This design comes from an exercise in tuning for small area, a short achievable clock period and few clock cycles per item on the open sky130 flow, not from production work. Function was checked by simulation only, so behaviour that the tests miss may differ from the original. Power is estimated from default activity; no workload was simulated.

==> flow/design.v <==
module net_4_8_12_16_16_1_10(clk, reset, input_valid, input_ready, input_data, output_valid, output_ready, output_data);
	input clk, reset, input_valid, output_ready;
	input signed [15 : 0] input_data;
	output signed [15 : 0] output_data;
	output output_valid, input_ready;
	logic [3:0] pos;           
	logic [2:0] vf;            
	logic [2:0] cnt;           
	logic in_rdy;
	logic sv;                  
	logic fv;                  
	logic go;
	assign go = ~sv;
	logic in_xfer, launch, wrap, idle, new_valid;
	logic [2:0] cnt_n;
	logic [3:0] pos_n;
	logic [2:0] vf_n;
	assign in_xfer = input_valid & in_rdy;
	assign idle = ~vf[0] & ~vf[1] & ~(vf[2] & (pos <= 4'd8));
	assign wrap = go & (pos == 4'd15);
	assign launch = go & (cnt == 3'd4) & (wrap | idle);
	assign cnt_n = launch ? 3'd0 : cnt + {2'b0, in_xfer};
	assign new_valid = (pos >= 4'd9) ? vf[1] : vf[2];
	always_comb begin
		pos_n = pos;
		vf_n = vf;
		if (launch) begin
			pos_n = 4'd0;
			vf_n = {vf[1:0], 1'b1};
		end else if (wrap) begin
			pos_n = 4'd0;
			vf_n = {vf[1:0], 1'b0};
		end else if (go) begin
			pos_n = pos + 4'd1;
		end
	end
	always_ff @(posedge clk) begin
		if (reset) begin
			pos <= 4'd0;
			vf <= 3'd0;
			cnt <= 3'd0;
			in_rdy <= 1'b1;
		end else begin
			pos <= pos_n;
			vf <= vf_n;
			cnt <= cnt_n;
			in_rdy <= (cnt_n != 3'd4) & (~vf_n[0] | (pos_n >= 4'd11));
		end
	end
	function automatic logic [16:0] prodq(input logic [5:0] k, input logic [14:0] x);
		logic s, a4, a8, b1, b2, bn;
		logic [17:0] pa, pb, m;
		logic [15:0] q;
		{s, a4, a8, b1, b2, bn} = k;
		pa = ({18{a4}} & {1'b0, x, 2'b0}) | ({18{a8}} & {x, 3'b0});
		pb = ({18{b1}} & {3'b0, x}) | ({18{b2}} & {2'b0, x, 1'b0}) | ({18{bn}} & ~{3'b0, x});
		m = pa + pb + {17'b0, bn};
		if (m[17:15] != 3'b000) q = {1'b0, 15'h7fff};
		else q = {1'b0, m[14:0]} ^ {16{s}};
		prodq = {s, q};
	endfunction
	function automatic logic [17:0] prodq1(input logic [5:0] k, input logic signed [15:0] x);
		logic s, a4, a8, b1, b2, bn, hi, lo;
		logic signed [19:0] pa, pb, m, xe;
		logic [16:0] q;
		{s, a4, a8, b1, b2, bn} = k;
		xe = x;
		pa = ({20{a4}} & (xe <<< 2)) | ({20{a8}} & (xe <<< 3));
		pb = ({20{b1}} & xe) | ({20{b2}} & (xe <<< 1)) | ({20{bn}} & ~xe);
		m = pa + pb + {19'b0, bn};
		if (s) begin
			hi = m < -20'sd32767;
			lo = m > 20'sd32768;
		end else begin
			hi = m > 20'sd32767;
			lo = m < -20'sd32768;
		end
		if (hi) q = s ? 17'h07ffe : 17'h07fff;
		else if (lo) q = s ? 17'h17fff : 17'h18000;
		else q = m[16:0] ^ {17{s}};
		prodq1 = {s, q};
	endfunction
	function automatic logic [16:0] ext(input logic [16:0] p);
		ext = {p[16], p[15:0]};
	endfunction
	function automatic logic signed [15:0] sat17(input logic [16:0] s);
		if (s[16] == s[15]) sat17 = s[15:0];
		else sat17 = s[16] ? 16'sh8000 : 16'sh7fff;
	endfunction
	function automatic logic [14:0] relu17(input logic [16:0] s);
		if (s[16]) relu17 = 15'd0;
		else if (s[15]) relu17 = 15'h7fff;
		else relu17 = s[14:0];
	endfunction
	logic signed [15:0] x1_0;
	logic [17:0] p1_0;
	logic [5:0] k1_0;
	logic signed [15:0] x1_1;
	logic [17:0] p1_1;
	logic [5:0] k1_1;
	logic signed [15:0] x1_2;
	logic [17:0] p1_2;
	logic [5:0] k1_2;
	logic signed [15:0] x1_3;
	logic [17:0] p1_3;
	logic [5:0] k1_3;
	logic signed [15:0] a1_1;
	logic signed [15:0] a1_2;
	logic [14:0] y1;
	logic [14:0] x2_0, x2_0_n;
	logic [16:0] p2_0;
	logic [5:0] k2_0;
	logic [14:0] x2_1, x2_1_n;
	logic [16:0] p2_1;
	logic [5:0] k2_1;
	logic [14:0] x2_2, x2_2_n;
	logic [16:0] p2_2;
	logic [5:0] k2_2;
	logic [14:0] x2_3, x2_3_n;
	logic [16:0] p2_3;
	logic [5:0] k2_3;
	logic [14:0] x2_4, x2_4_n;
	logic [16:0] p2_4;
	logic [5:0] k2_4;
	logic [14:0] x2_5, x2_5_n;
	logic [16:0] p2_5;
	logic [5:0] k2_5;
	logic [14:0] x2_6, x2_6_n;
	logic [16:0] p2_6;
	logic [5:0] k2_6;
	logic [14:0] x2_7, x2_7_n;
	logic [16:0] p2_7;
	logic [5:0] k2_7;
	logic signed [15:0] a2_1;
	logic signed [15:0] a2_2;
	logic signed [15:0] a2_3;
	logic signed [15:0] a2_4;
	logic signed [15:0] a2_5;
	logic signed [15:0] a2_6;
	logic [14:0] y2;
	logic [14:0] x3_0, x3_0_n;
	logic [16:0] p3_0;
	logic [5:0] k3_0;
	logic [14:0] x3_1, x3_1_n;
	logic [16:0] p3_1;
	logic [5:0] k3_1;
	logic [14:0] x3_2, x3_2_n;
	logic [16:0] p3_2;
	logic [5:0] k3_2;
	logic [14:0] x3_3, x3_3_n;
	logic [16:0] p3_3;
	logic [5:0] k3_3;
	logic [14:0] x3_4, x3_4_n;
	logic [16:0] p3_4;
	logic [5:0] k3_4;
	logic [14:0] x3_5, x3_5_n;
	logic [16:0] p3_5;
	logic [5:0] k3_5;
	logic [14:0] x3_6, x3_6_n;
	logic [16:0] p3_6;
	logic [5:0] k3_6;
	logic [14:0] x3_7, x3_7_n;
	logic [16:0] p3_7;
	logic [5:0] k3_7;
	logic [14:0] x3_8, x3_8_n;
	logic [16:0] p3_8;
	logic [5:0] k3_8;
	logic [14:0] x3_9, x3_9_n;
	logic [16:0] p3_9;
	logic [5:0] k3_9;
	logic [14:0] x3_10, x3_10_n;
	logic [16:0] p3_10;
	logic [5:0] k3_10;
	logic [14:0] x3_11, x3_11_n;
	logic [16:0] p3_11;
	logic [5:0] k3_11;
	logic signed [16:0] a3_0;
	logic signed [15:0] a3_1;
	logic signed [15:0] a3_2;
	logic signed [15:0] a3_3;
	logic signed [15:0] a3_4;
	logic signed [15:0] a3_5;
	logic signed [15:0] a3_6;
	logic signed [15:0] a3_7;
	logic signed [15:0] a3_8;
	logic signed [15:0] a3_9;
	logic signed [15:0] a3_10;
	logic [14:0] y3;
	always_ff @(posedge clk) begin
		if (in_xfer && cnt == 3'd0) x1_0 <= input_data;
		if (in_xfer && cnt == 3'd1) x1_1 <= input_data;
		if (in_xfer && cnt == 3'd2) x1_2 <= input_data;
		if (in_xfer && cnt == 3'd3) x1_3 <= input_data;
	end
	assign x2_0_n = (go && pos == 4'd4) ? y1 : x2_0;
	assign x2_1_n = (go && pos == 4'd5) ? y1 : x2_1;
	assign x2_2_n = (go && pos == 4'd6) ? y1 : x2_2;
	assign x2_3_n = (go && pos == 4'd7) ? y1 : x2_3;
	assign x2_4_n = (go && pos == 4'd8) ? y1 : x2_4;
	assign x2_5_n = (go && pos == 4'd9) ? y1 : x2_5;
	assign x2_6_n = (go && pos == 4'd10) ? y1 : x2_6;
	assign x2_7_n = (go && pos == 4'd11) ? y1 : x2_7;
	always_ff @(posedge clk) begin
		x2_0 <= x2_0_n;
		x2_1 <= x2_1_n;
		x2_2 <= x2_2_n;
		x2_3 <= x2_3_n;
		x2_4 <= x2_4_n;
		x2_5 <= x2_5_n;
		x2_6 <= x2_6_n;
		x2_7 <= x2_7_n;
	end
	assign x3_0_n = (go && pos == 4'd13) ? y2 : x3_0;
	assign x3_1_n = (go && pos == 4'd14) ? y2 : x3_1;
	assign x3_2_n = (go && pos == 4'd15) ? y2 : x3_2;
	assign x3_3_n = (go && pos == 4'd0) ? y2 : x3_3;
	assign x3_4_n = (go && pos == 4'd1) ? y2 : x3_4;
	assign x3_5_n = (go && pos == 4'd2) ? y2 : x3_5;
	assign x3_6_n = (go && pos == 4'd3) ? y2 : x3_6;
	assign x3_7_n = (go && pos == 4'd4) ? y2 : x3_7;
	assign x3_8_n = (go && pos == 4'd5) ? y2 : x3_8;
	assign x3_9_n = (go && pos == 4'd6) ? y2 : x3_9;
	assign x3_10_n = (go && pos == 4'd7) ? y2 : x3_10;
	assign x3_11_n = (go && pos == 4'd8) ? y2 : x3_11;
	always_ff @(posedge clk) begin
		x3_0 <= x3_0_n;
		x3_1 <= x3_1_n;
		x3_2 <= x3_2_n;
		x3_3 <= x3_3_n;
		x3_4 <= x3_4_n;
		x3_5 <= x3_5_n;
		x3_6 <= x3_6_n;
		x3_7 <= x3_7_n;
		x3_8 <= x3_8_n;
		x3_9 <= x3_9_n;
		x3_10 <= x3_10_n;
		x3_11 <= x3_11_n;
	end
	always_comb begin
		case (pos_n)
			4'd0: k1_0 = 6'b000000;   
			4'd1: k1_0 = 6'b110010;   
			4'd2: k1_0 = 6'b100100;   
			4'd3: k1_0 = 6'b100100;   
			4'd4: k1_0 = 6'b100100;   
			4'd5: k1_0 = 6'b010001;   
			4'd6: k1_0 = 6'b110100;   
			4'd7: k1_0 = 6'b010100;   
			4'd8: k1_0 = 6'b110100;   
			4'd9: k1_0 = 6'b000000;   
			4'd10: k1_0 = 6'b000000;   
			4'd11: k1_0 = 6'b000000;   
			4'd12: k1_0 = 6'b000000;   
			4'd13: k1_0 = 6'b000000;   
			4'd14: k1_0 = 6'b000000;   
			4'd15: k1_0 = 6'b000000;   
			default: k1_0 = 6'b000000;
		endcase
	end
	always_comb begin
		case (pos_n)
			4'd0: k1_1 = 6'b000000;   
			4'd1: k1_1 = 6'b110001;   
			4'd2: k1_1 = 6'b010001;   
			4'd3: k1_1 = 6'b000000;   
			4'd4: k1_1 = 6'b010001;   
			4'd5: k1_1 = 6'b010010;   
			4'd6: k1_1 = 6'b110000;   
			4'd7: k1_1 = 6'b100100;   
			4'd8: k1_1 = 6'b110000;   
			4'd9: k1_1 = 6'b000000;   
			4'd10: k1_1 = 6'b000000;   
			4'd11: k1_1 = 6'b000000;   
			4'd12: k1_1 = 6'b000000;   
			4'd13: k1_1 = 6'b000000;   
			4'd14: k1_1 = 6'b000000;   
			4'd15: k1_1 = 6'b000000;   
			default: k1_1 = 6'b000000;
		endcase
	end
	always_comb begin
		case (pos_n)
			4'd0: k1_2 = 6'b000000;   
			4'd1: k1_2 = 6'b000000;   
			4'd2: k1_2 = 6'b010010;   
			4'd3: k1_2 = 6'b010000;   
			4'd4: k1_2 = 6'b000100;   
			4'd5: k1_2 = 6'b010001;   
			4'd6: k1_2 = 6'b100100;   
			4'd7: k1_2 = 6'b010001;   
			4'd8: k1_2 = 6'b001001;   
			4'd9: k1_2 = 6'b010010;   
			4'd10: k1_2 = 6'b000000;   
			4'd11: k1_2 = 6'b000000;   
			4'd12: k1_2 = 6'b000000;   
			4'd13: k1_2 = 6'b000000;   
			4'd14: k1_2 = 6'b000000;   
			4'd15: k1_2 = 6'b000000;   
			default: k1_2 = 6'b000000;
		endcase
	end
	always_comb begin
		case (pos_n)
			4'd0: k1_3 = 6'b000000;   
			4'd1: k1_3 = 6'b000000;   
			4'd2: k1_3 = 6'b000000;   
			4'd3: k1_3 = 6'b000010;   
			4'd4: k1_3 = 6'b110001;   
			4'd5: k1_3 = 6'b101001;   
			4'd6: k1_3 = 6'b101001;   
			4'd7: k1_3 = 6'b101000;   
			4'd8: k1_3 = 6'b010100;   
			4'd9: k1_3 = 6'b101001;   
			4'd10: k1_3 = 6'b100010;   
			4'd11: k1_3 = 6'b000000;   
			4'd12: k1_3 = 6'b000000;   
			4'd13: k1_3 = 6'b000000;   
			4'd14: k1_3 = 6'b000000;   
			4'd15: k1_3 = 6'b000000;   
			default: k1_3 = 6'b000000;
		endcase
	end
	always_ff @(posedge clk) begin
		p1_0 <= prodq1(k1_0, x1_0);
		p1_1 <= prodq1(k1_1, x1_1);
		p1_2 <= prodq1(k1_2, x1_2);
		p1_3 <= prodq1(k1_3, x1_3);
	end
	always_comb begin
		case (pos_n)
			4'd0: k2_0 = 6'b100010;   
			4'd1: k2_0 = 6'b000000;   
			4'd2: k2_0 = 6'b000000;   
			4'd3: k2_0 = 6'b000000;   
			4'd4: k2_0 = 6'b000000;   
			4'd5: k2_0 = 6'b000000;   
			4'd6: k2_0 = 6'b000100;   
			4'd7: k2_0 = 6'b110001;   
			4'd8: k2_0 = 6'b000100;   
			4'd9: k2_0 = 6'b000100;   
			4'd10: k2_0 = 6'b101001;   
			4'd11: k2_0 = 6'b010001;   
			4'd12: k2_0 = 6'b110010;   
			4'd13: k2_0 = 6'b001001;   
			4'd14: k2_0 = 6'b001001;   
			4'd15: k2_0 = 6'b000010;   
			default: k2_0 = 6'b000000;
		endcase
	end
	always_comb begin
		case (pos_n)
			4'd0: k2_1 = 6'b000100;   
			4'd1: k2_1 = 6'b101001;   
			4'd2: k2_1 = 6'b000000;   
			4'd3: k2_1 = 6'b000000;   
			4'd4: k2_1 = 6'b000000;   
			4'd5: k2_1 = 6'b000000;   
			4'd6: k2_1 = 6'b010000;   
			4'd7: k2_1 = 6'b001001;   
			4'd8: k2_1 = 6'b110000;   
			4'd9: k2_1 = 6'b000100;   
			4'd10: k2_1 = 6'b110100;   
			4'd11: k2_1 = 6'b000100;   
			4'd12: k2_1 = 6'b110010;   
			4'd13: k2_1 = 6'b000000;   
			4'd14: k2_1 = 6'b000010;   
			4'd15: k2_1 = 6'b110100;   
			default: k2_1 = 6'b000000;
		endcase
	end
	always_comb begin
		case (pos_n)
			4'd0: k2_2 = 6'b000000;   
			4'd1: k2_2 = 6'b001001;   
			4'd2: k2_2 = 6'b000010;   
			4'd3: k2_2 = 6'b000000;   
			4'd4: k2_2 = 6'b000000;   
			4'd5: k2_2 = 6'b000000;   
			4'd6: k2_2 = 6'b000000;   
			4'd7: k2_2 = 6'b101000;   
			4'd8: k2_2 = 6'b101000;   
			4'd9: k2_2 = 6'b100010;   
			4'd10: k2_2 = 6'b100100;   
			4'd11: k2_2 = 6'b100100;   
			4'd12: k2_2 = 6'b101000;   
			4'd13: k2_2 = 6'b010001;   
			4'd14: k2_2 = 6'b000100;   
			4'd15: k2_2 = 6'b000000;   
			default: k2_2 = 6'b000000;
		endcase
	end
	always_comb begin
		case (pos_n)
			4'd0: k2_3 = 6'b010010;   
			4'd1: k2_3 = 6'b001001;   
			4'd2: k2_3 = 6'b000010;   
			4'd3: k2_3 = 6'b110001;   
			4'd4: k2_3 = 6'b000000;   
			4'd5: k2_3 = 6'b000000;   
			4'd6: k2_3 = 6'b000000;   
			4'd7: k2_3 = 6'b000000;   
			4'd8: k2_3 = 6'b101000;   
			4'd9: k2_3 = 6'b010000;   
			4'd10: k2_3 = 6'b010100;   
			4'd11: k2_3 = 6'b010000;   
			4'd12: k2_3 = 6'b000100;   
			4'd13: k2_3 = 6'b100010;   
			4'd14: k2_3 = 6'b010001;   
			4'd15: k2_3 = 6'b010000;   
			default: k2_3 = 6'b000000;
		endcase
	end
	always_comb begin
		case (pos_n)
			4'd0: k2_4 = 6'b010100;   
			4'd1: k2_4 = 6'b100010;   
			4'd2: k2_4 = 6'b101001;   
			4'd3: k2_4 = 6'b001001;   
			4'd4: k2_4 = 6'b010100;   
			4'd5: k2_4 = 6'b000000;   
			4'd6: k2_4 = 6'b000000;   
			4'd7: k2_4 = 6'b000000;   
			4'd8: k2_4 = 6'b000000;   
			4'd9: k2_4 = 6'b000000;   
			4'd10: k2_4 = 6'b000010;   
			4'd11: k2_4 = 6'b000000;   
			4'd12: k2_4 = 6'b010100;   
			4'd13: k2_4 = 6'b001001;   
			4'd14: k2_4 = 6'b110001;   
			4'd15: k2_4 = 6'b110000;   
			default: k2_4 = 6'b000000;
		endcase
	end
	always_comb begin
		case (pos_n)
			4'd0: k2_5 = 6'b110001;   
			4'd1: k2_5 = 6'b010000;   
			4'd2: k2_5 = 6'b101001;   
			4'd3: k2_5 = 6'b110000;   
			4'd4: k2_5 = 6'b101000;   
			4'd5: k2_5 = 6'b010100;   
			4'd6: k2_5 = 6'b000000;   
			4'd7: k2_5 = 6'b000000;   
			4'd8: k2_5 = 6'b000000;   
			4'd9: k2_5 = 6'b000000;   
			4'd10: k2_5 = 6'b010000;   
			4'd11: k2_5 = 6'b010001;   
			4'd12: k2_5 = 6'b101001;   
			4'd13: k2_5 = 6'b110001;   
			4'd14: k2_5 = 6'b010000;   
			4'd15: k2_5 = 6'b010010;   
			default: k2_5 = 6'b000000;
		endcase
	end
	always_comb begin
		case (pos_n)
			4'd0: k2_6 = 6'b010000;   
			4'd1: k2_6 = 6'b101001;   
			4'd2: k2_6 = 6'b110100;   
			4'd3: k2_6 = 6'b110100;   
			4'd4: k2_6 = 6'b010010;   
			4'd5: k2_6 = 6'b100100;   
			4'd6: k2_6 = 6'b110100;   
			4'd7: k2_6 = 6'b000000;   
			4'd8: k2_6 = 6'b000000;   
			4'd9: k2_6 = 6'b000000;   
			4'd10: k2_6 = 6'b000000;   
			4'd11: k2_6 = 6'b110001;   
			4'd12: k2_6 = 6'b010100;   
			4'd13: k2_6 = 6'b000010;   
			4'd14: k2_6 = 6'b110010;   
			4'd15: k2_6 = 6'b000100;   
			default: k2_6 = 6'b000000;
		endcase
	end
	always_comb begin
		case (pos_n)
			4'd0: k2_7 = 6'b110000;   
			4'd1: k2_7 = 6'b010010;   
			4'd2: k2_7 = 6'b010100;   
			4'd3: k2_7 = 6'b010010;   
			4'd4: k2_7 = 6'b110010;   
			4'd5: k2_7 = 6'b110000;   
			4'd6: k2_7 = 6'b010010;   
			4'd7: k2_7 = 6'b010000;   
			4'd8: k2_7 = 6'b000000;   
			4'd9: k2_7 = 6'b000000;   
			4'd10: k2_7 = 6'b000000;   
			4'd11: k2_7 = 6'b000000;   
			4'd12: k2_7 = 6'b001001;   
			4'd13: k2_7 = 6'b100010;   
			4'd14: k2_7 = 6'b100010;   
			4'd15: k2_7 = 6'b100010;   
			default: k2_7 = 6'b000000;
		endcase
	end
	always_ff @(posedge clk) begin
		p2_0 <= prodq(k2_0, x2_0_n);
		p2_1 <= prodq(k2_1, x2_1_n);
		p2_2 <= prodq(k2_2, x2_2_n);
		p2_3 <= prodq(k2_3, x2_3_n);
		p2_4 <= prodq(k2_4, x2_4_n);
		p2_5 <= prodq(k2_5, x2_5_n);
		p2_6 <= prodq(k2_6, x2_6_n);
		p2_7 <= prodq(k2_7, x2_7_n);
	end
	always_comb begin
		case (pos_n)
			4'd0: k3_0 = 6'b110001;   
			4'd1: k3_0 = 6'b100010;   
			4'd2: k3_0 = 6'b100010;   
			4'd3: k3_0 = 6'b101001;   
			4'd4: k3_0 = 6'b101001;   
			4'd5: k3_0 = 6'b101000;   
			4'd6: k3_0 = 6'b110001;   
			4'd7: k3_0 = 6'b100010;   
			4'd8: k3_0 = 6'b110000;   
			4'd9: k3_0 = 6'b001001;   
			4'd10: k3_0 = 6'b110010;   
			4'd11: k3_0 = 6'b110010;   
			4'd12: k3_0 = 6'b010000;   
			4'd13: k3_0 = 6'b000000;   
			4'd14: k3_0 = 6'b100100;   
			4'd15: k3_0 = 6'b010000;   
			default: k3_0 = 6'b000000;
		endcase
	end
	always_comb begin
		case (pos_n)
			4'd0: k3_1 = 6'b110000;   
			4'd1: k3_1 = 6'b110001;   
			4'd2: k3_1 = 6'b000000;   
			4'd3: k3_1 = 6'b010000;   
			4'd4: k3_1 = 6'b100100;   
			4'd5: k3_1 = 6'b000000;   
			4'd6: k3_1 = 6'b110100;   
			4'd7: k3_1 = 6'b110000;   
			4'd8: k3_1 = 6'b010000;   
			4'd9: k3_1 = 6'b010010;   
			4'd10: k3_1 = 6'b001001;   
			4'd11: k3_1 = 6'b000100;   
			4'd12: k3_1 = 6'b110010;   
			4'd13: k3_1 = 6'b000010;   
			4'd14: k3_1 = 6'b110000;   
			4'd15: k3_1 = 6'b010001;   
			default: k3_1 = 6'b000000;
		endcase
	end
	always_comb begin
		case (pos_n)
			4'd0: k3_2 = 6'b000010;   
			4'd1: k3_2 = 6'b100010;   
			4'd2: k3_2 = 6'b110010;   
			4'd3: k3_2 = 6'b110001;   
			4'd4: k3_2 = 6'b010001;   
			4'd5: k3_2 = 6'b000100;   
			4'd6: k3_2 = 6'b100100;   
			4'd7: k3_2 = 6'b000000;   
			4'd8: k3_2 = 6'b010010;   
			4'd9: k3_2 = 6'b010001;   
			4'd10: k3_2 = 6'b100100;   
			4'd11: k3_2 = 6'b110100;   
			4'd12: k3_2 = 6'b010001;   
			4'd13: k3_2 = 6'b110001;   
			4'd14: k3_2 = 6'b001001;   
			4'd15: k3_2 = 6'b110001;   
			default: k3_2 = 6'b000000;
		endcase
	end
	always_comb begin
		case (pos_n)
			4'd0: k3_3 = 6'b110001;   
			4'd1: k3_3 = 6'b010010;   
			4'd2: k3_3 = 6'b110010;   
			4'd3: k3_3 = 6'b110010;   
			4'd4: k3_3 = 6'b100100;   
			4'd5: k3_3 = 6'b010001;   
			4'd6: k3_3 = 6'b110100;   
			4'd7: k3_3 = 6'b101001;   
			4'd8: k3_3 = 6'b010000;   
			4'd9: k3_3 = 6'b001001;   
			4'd10: k3_3 = 6'b000000;   
			4'd11: k3_3 = 6'b010000;   
			4'd12: k3_3 = 6'b110000;   
			4'd13: k3_3 = 6'b000010;   
			4'd14: k3_3 = 6'b101000;   
			4'd15: k3_3 = 6'b000100;   
			default: k3_3 = 6'b000000;
		endcase
	end
	always_comb begin
		case (pos_n)
			4'd0: k3_4 = 6'b100010;   
			4'd1: k3_4 = 6'b010100;   
			4'd2: k3_4 = 6'b010000;   
			4'd3: k3_4 = 6'b010010;   
			4'd4: k3_4 = 6'b110100;   
			4'd5: k3_4 = 6'b101000;   
			4'd6: k3_4 = 6'b101000;   
			4'd7: k3_4 = 6'b101000;   
			4'd8: k3_4 = 6'b000000;   
			4'd9: k3_4 = 6'b010010;   
			4'd10: k3_4 = 6'b000010;   
			4'd11: k3_4 = 6'b100100;   
			4'd12: k3_4 = 6'b101001;   
			4'd13: k3_4 = 6'b001001;   
			4'd14: k3_4 = 6'b010100;   
			4'd15: k3_4 = 6'b110001;   
			default: k3_4 = 6'b000000;
		endcase
	end
	always_comb begin
		case (pos_n)
			4'd0: k3_5 = 6'b000010;   
			4'd1: k3_5 = 6'b010100;   
			4'd2: k3_5 = 6'b110100;   
			4'd3: k3_5 = 6'b010100;   
			4'd4: k3_5 = 6'b110001;   
			4'd5: k3_5 = 6'b100010;   
			4'd6: k3_5 = 6'b010001;   
			4'd7: k3_5 = 6'b100010;   
			4'd8: k3_5 = 6'b101001;   
			4'd9: k3_5 = 6'b100010;   
			4'd10: k3_5 = 6'b101001;   
			4'd11: k3_5 = 6'b010000;   
			4'd12: k3_5 = 6'b110001;   
			4'd13: k3_5 = 6'b000010;   
			4'd14: k3_5 = 6'b101000;   
			4'd15: k3_5 = 6'b001001;   
			default: k3_5 = 6'b000000;
		endcase
	end
	always_comb begin
		case (pos_n)
			4'd0: k3_6 = 6'b101001;   
			4'd1: k3_6 = 6'b000000;   
			4'd2: k3_6 = 6'b010100;   
			4'd3: k3_6 = 6'b110100;   
			4'd4: k3_6 = 6'b101000;   
			4'd5: k3_6 = 6'b010100;   
			4'd6: k3_6 = 6'b010010;   
			4'd7: k3_6 = 6'b000010;   
			4'd8: k3_6 = 6'b000100;   
			4'd9: k3_6 = 6'b101001;   
			4'd10: k3_6 = 6'b001001;   
			4'd11: k3_6 = 6'b000010;   
			4'd12: k3_6 = 6'b000100;   
			4'd13: k3_6 = 6'b010001;   
			4'd14: k3_6 = 6'b110000;   
			4'd15: k3_6 = 6'b101001;   
			default: k3_6 = 6'b000000;
		endcase
	end
	always_comb begin
		case (pos_n)
			4'd0: k3_7 = 6'b100010;   
			4'd1: k3_7 = 6'b101001;   
			4'd2: k3_7 = 6'b110001;   
			4'd3: k3_7 = 6'b000000;   
			4'd4: k3_7 = 6'b001001;   
			4'd5: k3_7 = 6'b100100;   
			4'd6: k3_7 = 6'b010100;   
			4'd7: k3_7 = 6'b000010;   
			4'd8: k3_7 = 6'b010000;   
			4'd9: k3_7 = 6'b100010;   
			4'd10: k3_7 = 6'b100010;   
			4'd11: k3_7 = 6'b010010;   
			4'd12: k3_7 = 6'b101000;   
			4'd13: k3_7 = 6'b010001;   
			4'd14: k3_7 = 6'b100100;   
			4'd15: k3_7 = 6'b100010;   
			default: k3_7 = 6'b000000;
		endcase
	end
	always_comb begin
		case (pos_n)
			4'd0: k3_8 = 6'b010010;   
			4'd1: k3_8 = 6'b010100;   
			4'd2: k3_8 = 6'b010100;   
			4'd3: k3_8 = 6'b000100;   
			4'd4: k3_8 = 6'b100100;   
			4'd5: k3_8 = 6'b100010;   
			4'd6: k3_8 = 6'b101001;   
			4'd7: k3_8 = 6'b110001;   
			4'd8: k3_8 = 6'b101001;   
			4'd9: k3_8 = 6'b101000;   
			4'd10: k3_8 = 6'b010001;   
			4'd11: k3_8 = 6'b000010;   
			4'd12: k3_8 = 6'b110010;   
			4'd13: k3_8 = 6'b000000;   
			4'd14: k3_8 = 6'b110000;   
			4'd15: k3_8 = 6'b000000;   
			default: k3_8 = 6'b000000;
		endcase
	end
	always_comb begin
		case (pos_n)
			4'd0: k3_9 = 6'b110100;   
			4'd1: k3_9 = 6'b110100;   
			4'd2: k3_9 = 6'b010000;   
			4'd3: k3_9 = 6'b000000;   
			4'd4: k3_9 = 6'b010000;   
			4'd5: k3_9 = 6'b000100;   
			4'd6: k3_9 = 6'b000000;   
			4'd7: k3_9 = 6'b000000;   
			4'd8: k3_9 = 6'b110000;   
			4'd9: k3_9 = 6'b000100;   
			4'd10: k3_9 = 6'b101000;   
			4'd11: k3_9 = 6'b010001;   
			4'd12: k3_9 = 6'b100010;   
			4'd13: k3_9 = 6'b000010;   
			4'd14: k3_9 = 6'b110100;   
			4'd15: k3_9 = 6'b101000;   
			default: k3_9 = 6'b000000;
		endcase
	end
	always_comb begin
		case (pos_n)
			4'd0: k3_10 = 6'b010100;   
			4'd1: k3_10 = 6'b110100;   
			4'd2: k3_10 = 6'b110001;   
			4'd3: k3_10 = 6'b010010;   
			4'd4: k3_10 = 6'b010010;   
			4'd5: k3_10 = 6'b000100;   
			4'd6: k3_10 = 6'b110100;   
			4'd7: k3_10 = 6'b101000;   
			4'd8: k3_10 = 6'b100010;   
			4'd9: k3_10 = 6'b010001;   
			4'd10: k3_10 = 6'b000000;   
			4'd11: k3_10 = 6'b001001;   
			4'd12: k3_10 = 6'b000000;   
			4'd13: k3_10 = 6'b010010;   
			4'd14: k3_10 = 6'b000010;   
			4'd15: k3_10 = 6'b110100;   
			default: k3_10 = 6'b000000;
		endcase
	end
	always_comb begin
		case (pos_n)
			4'd0: k3_11 = 6'b000000;   
			4'd1: k3_11 = 6'b010100;   
			4'd2: k3_11 = 6'b100100;   
			4'd3: k3_11 = 6'b000000;   
			4'd4: k3_11 = 6'b110000;   
			4'd5: k3_11 = 6'b010010;   
			4'd6: k3_11 = 6'b000100;   
			4'd7: k3_11 = 6'b110000;   
			4'd8: k3_11 = 6'b010001;   
			4'd9: k3_11 = 6'b110010;   
			4'd10: k3_11 = 6'b010100;   
			4'd11: k3_11 = 6'b010010;   
			4'd12: k3_11 = 6'b010010;   
			4'd13: k3_11 = 6'b010010;   
			4'd14: k3_11 = 6'b000010;   
			4'd15: k3_11 = 6'b110010;   
			default: k3_11 = 6'b000000;
		endcase
	end
	always_ff @(posedge clk) begin
		p3_0 <= prodq(k3_0, x3_0_n);
		p3_1 <= prodq(k3_1, x3_1_n);
		p3_2 <= prodq(k3_2, x3_2_n);
		p3_3 <= prodq(k3_3, x3_3_n);
		p3_4 <= prodq(k3_4, x3_4_n);
		p3_5 <= prodq(k3_5, x3_5_n);
		p3_6 <= prodq(k3_6, x3_6_n);
		p3_7 <= prodq(k3_7, x3_7_n);
		p3_8 <= prodq(k3_8, x3_8_n);
		p3_9 <= prodq(k3_9, x3_9_n);
		p3_10 <= prodq(k3_10, x3_10_n);
		p3_11 <= prodq(k3_11, x3_11_n);
	end
	always_ff @(posedge clk) begin
		if (go) begin
			a1_1 <= sat17(p1_0[16:0] + p1_1[16:0] + {16'b0, p1_0[17]} + {16'b0, p1_1[17]});
			a1_2 <= sat17({a1_1[15], a1_1} + p1_2[16:0] + {16'b0, p1_2[17]});
			y1 <= relu17({a1_2[15], a1_2} + p1_3[16:0] + {16'b0, p1_3[17]});
		end
	end
	always_ff @(posedge clk) begin
		if (go) begin
			a2_1 <= sat17(ext(p2_0) + ext(p2_1) + {16'b0, p2_0[16]} + {16'b0, p2_1[16]});
			a2_2 <= sat17({a2_1[15], a2_1} + ext(p2_2) + {16'b0, p2_2[16]});
			a2_3 <= sat17({a2_2[15], a2_2} + ext(p2_3) + {16'b0, p2_3[16]});
			a2_4 <= sat17({a2_3[15], a2_3} + ext(p2_4) + {16'b0, p2_4[16]});
			a2_5 <= sat17({a2_4[15], a2_4} + ext(p2_5) + {16'b0, p2_5[16]});
			a2_6 <= sat17({a2_5[15], a2_5} + ext(p2_6) + {16'b0, p2_6[16]});
			y2 <= relu17({a2_6[15], a2_6} + ext(p2_7) + {16'b0, p2_7[16]});
		end
	end
	always_ff @(posedge clk) begin
		if (go) begin
			a3_0 <= p3_0;   
			a3_1 <= sat17(ext(a3_0) + {16'b0, a3_0[16]} + ext(p3_1) + {16'b0, p3_1[16]});
			a3_2 <= sat17({a3_1[15], a3_1} + ext(p3_2) + {16'b0, p3_2[16]});
			a3_3 <= sat17({a3_2[15], a3_2} + ext(p3_3) + {16'b0, p3_3[16]});
			a3_4 <= sat17({a3_3[15], a3_3} + ext(p3_4) + {16'b0, p3_4[16]});
			a3_5 <= sat17({a3_4[15], a3_4} + ext(p3_5) + {16'b0, p3_5[16]});
			a3_6 <= sat17({a3_5[15], a3_5} + ext(p3_6) + {16'b0, p3_6[16]});
			a3_7 <= sat17({a3_6[15], a3_6} + ext(p3_7) + {16'b0, p3_7[16]});
			a3_8 <= sat17({a3_7[15], a3_7} + ext(p3_8) + {16'b0, p3_8[16]});
			a3_9 <= sat17({a3_8[15], a3_8} + ext(p3_9) + {16'b0, p3_9[16]});
			a3_10 <= sat17({a3_9[15], a3_9} + ext(p3_10) + {16'b0, p3_10[16]});
		end
	end
	logic [14:0] y3_new;
	assign y3_new = relu17({a3_10[15], a3_10} + ext(p3_11) + {16'b0, p3_11[16]});
	logic [14:0] s;
	logic y3_free;
	assign y3_free = ~fv | output_ready;
	always_ff @(posedge clk) begin
		if (y3_free) y3 <= sv ? s : y3_new;
		if (!y3_free && go) s <= y3_new;
	end
	always_ff @(posedge clk) begin
		if (reset) begin
			fv <= 1'b0;
			sv <= 1'b0;
		end else if (!y3_free) begin
			if (go) sv <= new_valid;
		end else if (sv) begin
			fv <= 1'b1;
			sv <= 1'b0;
		end else begin
			fv <= new_valid;
		end
	end
	assign output_valid = fv;
	assign output_data = {1'b0, y3};
	assign input_ready = in_rdy;
endmodule
==> flow/run.sh <==
#!/bin/bash
# synth_recipe.tcl (not shown) runs the flow's synth.tcl, then flattens the netlist and writes it again
# the make line also repeats each setting of config.mk as NAME=value (left out here)
make -C /OpenROAD-flow-scripts/flow DESIGN_CONFIG=/design/flow/config.mk WORK_HOME=/design/flow/orfs CLKGATE_MAP_FILE= SYNTH_SCRIPT=/design/flow/synth_recipe.tcl finish
==> flow/config.mk <==
export PLATFORM = sky130hd
export DESIGN_NAME = net_4_8_12_16_16_1_10
export DESIGN_NICKNAME = net_4_8_12_16_16_1_10
export VERILOG_FILES = /design/flow/design.v
export SDC_FILE = /design/flow/constraint.sdc
export NUM_CORES = 4
export LEC_CHECK = 0
export CAP_MARGIN = 20
export CORE_MARGIN = 2
export CORE_UTILIZATION = 40
export SLEW_MARGIN = 20
==> flow/constraint.sdc <==
create_clock -name core_clock -period 12.0 [get_ports {clk}]
set_input_delay 2.4000 -clock core_clock [delete_from_list [all_inputs] [get_ports {clk}]]
set_output_delay 2.4000 -clock core_clock [all_outputs]
set_load 0.01 [all_outputs]
==> results.txt <==
-- worst min path at each step --
| stage | from | endpoint | slack, ps | cells after the start |
|---|---|---|---|---|
| 2_1_floorplan | p3_0[0] | a3_0[0] | 390 | 0 |
| 3_3_place_gp | p3_0[15] | a3_0[15] | 390 | 0 |
| 3_5_place_dp | p3_0[6] | a3_0[6] | 390 | 0 |
| 4_1_cts | p3_0[9] | a3_0[9] | 400 | 0 |
| 5_1_grt | p3_0[9] | a3_0[9] | 410 | 0 |
| 6_report | p3_0[15] | a3_0[15] | 400 | 0 |
-- synthesized netlist by cell type (55+ instances only) --
master    count
and3_1      106
a31oi_1      93
a211oi_1     80
ha_1        795
o22ai_1     286
o21a_1       96
nand3_1     214
nand2b_1     67
xnor2_1     655
edfxtp_1    429
nor2_1      538
o21bai_1     73
and2_1      122
nor3_1      168
or2_2        63
o31ai_1      62
o211ai_1     98
o221ai_1    245
a21o_1      202
o21ai_0     406
mux2i_1     302
dfxtp_1     725
xor2_1      279
or3_1        55
buf_2        61
a21oi_1     743
clkbuf_1    304
nor2b_1      96
nand2_1     915
inv_1       632
-- report_power, final --
part,internal (uW),leakage (uW),switching [uW],total [uW]
combinational,7350,0.0274,10700,18100
sequential,6510,0.0104,837,7350
clock,2460,0.00218,1720,4180
total,16300,0.0400,13300,29600
-- worst reg2reg max path: stages, from the launching register on --
cell and delay (ps):
dfxtp_1 590, inv_1 180, ha_1 270, nand3b_1 170, nand4_4 600, nand2_1 680
clkinv_1 480, ha_1 350, buf_4 220, clkinv_1 310, nor2_1 150, nand2_1 410
buf_4 380, nor2_1 80, a221o_1 270, ha_1 390, a211oi_1 370, o21ai_1 140
a21o_1 230, and3_1 180, o21ai_0 400, a2bb2oi_1 180, or4_1 540, or4_4 540
o21a_1 210, o31ai_4 600, o21ai_0 210
-- registers in the layout (all words and copies together), names as in the netlist, 18 cells and up --
register and count:
p1_0 18, p1_1 18, p1_2 18, p1_3 18
-- cell families after synthesis --
kind of cell | Yosys count | synth area share
simple gates | 2516 | 0.1400
fa+ha+maj | 837 | 0.1270
mux | 316 | 0.03744
compound gates | 2879 | 0.2272
buf+inv | 1061 | 0.04885
other cells | 1 | 0.00004414
flops | 1154 | 0.3225
xor+xnor | 936 | 0.09694
-- routing by layer --
metal / vias up / wire (um) / share of wire / track usage
met1: 33270 / 109900 / 0.45 / 0.2873
met5: - / 0 / 0 / 0
met4: 0 / 8191 / 0.033 / 0.07517
met3: 409 / 12600 / 0.051 / 0.03164
li1: 35240 / - / - / -
met2: 1803 / 115100 / 0.47 / 0.3711
-- area by class of cell --
type                    count  share of cell area
clock buffers             187             0.04105
inverters                 642             0.02595
repair buffers            177             0.01551
diodes                      3          0.00008071
well taps                2821             0.03795
flip-flops and latches   1154              0.2945
multi-input cells        7485              0.5777
clock inverters            57            0.007183
-- metrics by stage --
stage	utilization	setup slack [ps]	hold slack [ps]
finish	0.4395	2717	396.6
global route	0.4394	2052	405.4
CTS	0.4388	2570	397.2
detailed placement	0.4176	2578	390.6
global placement	0.4175	2797	390.6
floorplan	-	11.10	385.5
==> results by group <==
Outcome
  • Status: finished clean

Routing
  • Wire per inst: just under 20 um
  • Total number of vias: around 71k
  • DR pass1 iterations: 6
  • DRT Wirelength: 245.8 mm
  • Via density: 5.646
  • Detail Route Antenna Nets: 0
  • # DRC: 0
  • Starting DRT DRC Count: approximately 5.2k

Final layout
  • Layout Nets: 10.45k
  • Post-Layout Cell Count: 12.53k
  • Share of layout cells above drive strength 1: 0.05999
  • Multi-input gate area: around 0.054 sq mm
  • Fill count: between 20k and 25k
  • Commonest non-fill, non-tap cell in the layout: nand2_1
  • Most frequent cells in the layout: nand2_1 (915), ha_1 (795), a21oi_1 (739)
  • FF+latch area: approximately 0.027 sq mm
  • Area delta synth->final: 9.492%
  • Final Cell Area: 0.09302 sq mm

CTS
  • Sink Count: 1154
  • TritonCTS Buffers: about 130
  • Insertion delay to the later sink of the worst-skew pair: around 800 ps
  • Post-CTS setup buffers: 0
  • Reg clk slew, reported paths: approximately 60 ps
  • Hold buffer count at CTS: 0
  • H-tree levels: 4
  • Root Driver: clkbuf_16
  • CTS max path bufs: 3
  • Resize count post-CTS: 0
  • CTS tree: built

Logic synthesis
  • Synth top area cells: dfxtp_1 (17%), edfxtp_1 (15%), ha_1 (12%)
  • Post-synth EDFFs: 429
  • Synth unique cells: 119
  • Synth area leader: dfxtp_1
  • Synth async-reset ratio: 0
  • Synth Area per Inst: between 8 and 9 sq um
  • Share of the yosys chip area belonging to registers: 0.3225
  • Synthesized instance count: 9700
  • Syn. warnings: 1
  • Flops & latches, synth: 1154
  • Top FF cell, synth: dfxtp_1
  • Share of the synthesized area in the top cell type: 0.1708
  • Post-Syn Nets: approximately 11k
  • Synth Cell Area: 0.08496 sq mm

Global route
  • First-pass GRT wire length: 381.3 mm
  • GRT overflow: 0
  • Maximum number of pins on one net before global-route repair: between 100 and 150
  • Antenna violations before repair: 5
  • Vias in the first global route: 67.18k
  • Total track usage: 0.2203

Critical path
  • Critical path destination: p1_0[4]
  • Worst path max stage delay: roughly 660 ps
  • Crit. path cell count: 26
  • Critical path class: reg2reg
  • Critical-path maximum fanout: 37
  • CP Data Arrival Time: 9900 ps
  • R2R depth: 26
  • Critical Path RT: 12610 ps
  • Reg2Reg Launch Point: pos[0]
  • CP Capture Type: flop
  • Crit path launch type: flop
  • CP startpoint: pos[0]
  • Reg-to-reg critical path endpoint: p1_0[4]
  • CP most frequent cell: ha_1
  • Crit path buffers/inverters: 5
  • Reg2reg setup slack: 2720 ps
  • Crit-path leading delay family: simple AND/OR/NAND/NOR gates
  • CP max-delay cell: nand2_1

STA
  • Worst Skew: 30.30 ps
  • Min Tclk post-route: just over 9000 ps
  • Final hold vios: 0
  • RSZ-0062 raised after global routing: no
  • FMAX: 0.1077 GHz
  • Worst slew pin tran: about 1100 ps
  • Fin crit share: 0.7736
  • Setup tns final: 0 ps
  • Relative max-transition margin: 0.2318
  • Max-slew violations: 0
  • Final Setup Violations: 0

Floorplanning
  • Die Height: around 460 um
  • Boundary pin count: 38
  • Die X: 464.9 um
  • Starting density of the core: 0.4014
  • Placement row count: 169
  • Die area: ~0.22 sq mm
  • Core Area: about 0.21 sq mm

Worst hold path
  • Hold WC Path Type: reg2reg

Power
  • Total Power: about 30000 uW
  • Leak: about 0.040 uW
  • Power per cell area: 318.5 mW/mm^2
  • Peak supply drop: 254.2 uV

Placed design
  • Placed Area: 0.08840 sq mm
  • Port Buffer Count: 36
  • Gp weighted congestion: 0.9561
  • Placed Cells incl. Taps: ~12k
  • Dpl hpwl: ~190 mm

Run
  • Max-cap violation count: 0
Testbench counts, summed over its fixed seeds: cycles 2,296, items 128.

-- separate check: timing with driven ports --
In the flow no input, the clock included, has a driving cell. The finished layout below was timed again as built, in two steps. Step 1 assumes that a clkbuf_16 drives the clock port and a buf_2 every other input. Step 2 times the ports against the registers' clock, not the clock port: input delays grow and output delays shrink by t, the midpoint of the rising clock arrivals with the driver on. a / b / c = no drivers / after step 1 / after step 2; a / b = the first two.
t (ns): 0.865
setup slack, ns: 2.717 / 2.717 / 2.717
hold slack, ns: 0.397 / 0.397 / 0.397
worst setup path at the end: register to register
slew at the worst register clock pin (ns): 0.06 / 0.06
After both steps setup and hold are still met in this run. The setup slack of this run moves by 0.000 ns with the drivers and by 0.000 ns with both steps.
